Source: an optimization exercise on an open RTL-to-GDS flow (aim: small area). Production flows keep margins and buffers that such runs may drop. Function was checked by simulation only, so behaviour that the tests miss may differ from the original.

Design fir_top, start of the top module:
module fir_top (
input                clk,
input                rst_n,
input                coe_sel_vld_i,
input       [1:0]    coe_sel_index_i,
input                coe_reload_vld_i,
input       [15:0]   coe_reload_data_i,
input                data_vld_i,
input       [15:0]   data_i,
output               data_vld_o,
output      [36:0]   data_o
);
Size in the first run: roughly 7,600 cells after synthesis, ~1,000 flip-flops.
Settings: LEC_CHECK=0, CAP_MARGIN=20, CORE_MARGIN=2, CORE_UTILIZATION=50, SETUP_SLACK_MARGIN=0.2, SLEW_MARGIN=20, SYNTH_HIERARCHICAL=1; clock period 8.0 ns.
standard.sh (not shown) runs the stock make flow with config.mk's settings and CLKGATE_MAP_FILE= SYNTH_SCRIPT=/design/flow/synth_recipe.tcl, a recipe that flattens the netlist after the stock synthesis.
==> flow/flow/run.sh <==
#!/bin/bash
# Layout flow: the standard flow (standard.sh) with these changes:
#  - synthesis maps the logic with an area-oriented ABC script (flow/area.abc)
#    instead of ORFS's ABC script; the synthesis passes, flattening and
#    renaming are the standard flow's own (synth_recipe.tcl);
#  - the resizer may not use the largest buffers (buf_8/12/16, bufbuf_8/16):
#    for the fanout trees it builds, buf_6 and smaller meet the limits too;
#  - clock tree synthesis clusters up to 25 sinks within 80 um per leaf
#    buffer, uses clkbuf_16 only and adds no dummy loads;
#  - the ports are buffered with buf_2 cells.
# Floorplan, power grid, placement, CTS and routing are the standard steps.
# Each tool's output goes to its own log file in this folder.
set -euo pipefail
W=$PWD
CTS="-sink_clustering_enable -repair_clock_nets -buf_list sky130_fd_sc_hd__clkbuf_16 -sink_clustering_size 25 -sink_clustering_max_diameter 80 -dont_use_dummy_load"
EXTRA_DONT_USE="sky130_fd_sc_hd__buf_8 sky130_fd_sc_hd__buf_12 sky130_fd_sc_hd__buf_16 sky130_fd_sc_hd__bufbuf_8 sky130_fd_sc_hd__bufbuf_16"

# ORFS synthesis with only the ABC call changed
sed 's#^\(\s*\)log_cmd abc {\*}\$abc_args$#\1log_cmd abc {*}$lib_args {*}$lib_dont_use_args -script '"$W"'/flow/area.abc#' \
    "$FLOW_HOME/scripts/synth.tcl" > "$W/flow_synth_core.tcl"
grep -q "flow/area.abc" "$W/flow_synth_core.tcl"
# The standard flow's synthesis script, sourcing the copy above
sed 's#^source \$::env(SCRIPTS_DIR)/synth.tcl$#source '"$W"'/flow_synth_core.tcl#' synth_recipe.tcl > "$W/flow_synth.tcl"
grep -q "flow_synth_core.tcl" "$W/flow_synth.tcl"

# the platform's dont-use list plus the extra cells
DU=$(make --no-print-directory -s -C "$FLOW_HOME" DESIGN_CONFIG="$W/config.mk" WORK_HOME="$W/orfs" print-DONT_USE_CELLS 2> "$W/flow_dontuse.log" | sed -n 's/^DONT_USE_CELLS: //p')
echo "$DU" | grep -q "lpflow_bleeder_1"
echo "DONT_USE_CELLS=$DU $EXTRA_DONT_USE" >> "$W/flow_dontuse.log"

# standard.sh with that synthesis script and dont-use list
sed -e 's#SYNTH_SCRIPT=[^ ]*#SYNTH_SCRIPT='"$W"'/flow_synth.tcl#' \
    -e 's#CLKGATE_MAP_FILE= #CLKGATE_MAP_FILE= "DONT_USE_CELLS='"$DU $EXTRA_DONT_USE"'" "CTS_ARGS='"$CTS"'" "BUFFER_PORTS_ARGS=-buffer_cell sky130_fd_sc_hd__buf_2" #' \
    standard.sh > "$W/flow_standard.sh"
grep -q "SYNTH_SCRIPT=$W/flow_synth.tcl" "$W/flow_standard.sh"
grep -q "DONT_USE_CELLS=.*bufbuf_16" "$W/flow_standard.sh"
grep -q "CTS_ARGS=.*dont_use_dummy_load" "$W/flow_standard.sh"
grep -q "BUFFER_PORTS_ARGS=-buffer_cell" "$W/flow_standard.sh"

bash "$W/flow_standard.sh" synth > "$W/flow_synth.log" 2>&1
bash "$W/flow_standard.sh" ${FLOW_TARGET:-} > "$W/flow_layout.log" 2>&1
test -f out/final.def
Other scripts of this flow, unchanged in this note and not shown: flow/flow/area.abc
==> next run, changes <==
--- a/flow/config.mk
+++ b/flow/config.mk
@@ -9,3 +9,4 @@
 export CORE_MARGIN = 2
-export CORE_UTILIZATION = 50
+export CORE_UTILIZATION = 40
+export GPL_ROUTABILITY_DRIVEN = 0
 export SETUP_SLACK_MARGIN = 0.2
=> Critical path depth drops by 8. Register-to-register slack gets better by 0.08 ns. Die area climbs by 25%. Cell count climbs by 4.2%. Cell area barely changes. Sequential cell count does not change. Non-clock buffer count drops by 106. Core utilization drops by 11 points. Sequential share of layout area stays flat. Clock skew climbs by 0.0064 ns.

separate check: timing with driven ports:
In the flow no input, the clock included, has a driving cell. The finished layouts below were timed again as built, in two steps.
Step 1: set_driving_cell puts a clkbuf_16 on clk and a buf_2 on each other input, an assumption about the parent block.
Step 2 also shifts input and output timing later by t, the mid clock arrival at the registers, as if the neighbouring blocks saw the same clock.
Slacks: no drivers / after step 1 / after step 2; pairs: no drivers / after step 1.
run	t, ns	setup WS [ns]	worst register clock-pin slew, ns
the first run	0.811	0.652 / 0.652 / 0.652	0.10 / 0.10
the second run	0.803	0.728 / 0.728 / 0.728	0.10 / 0.10
After both steps setup and hold are still met in every run listed.
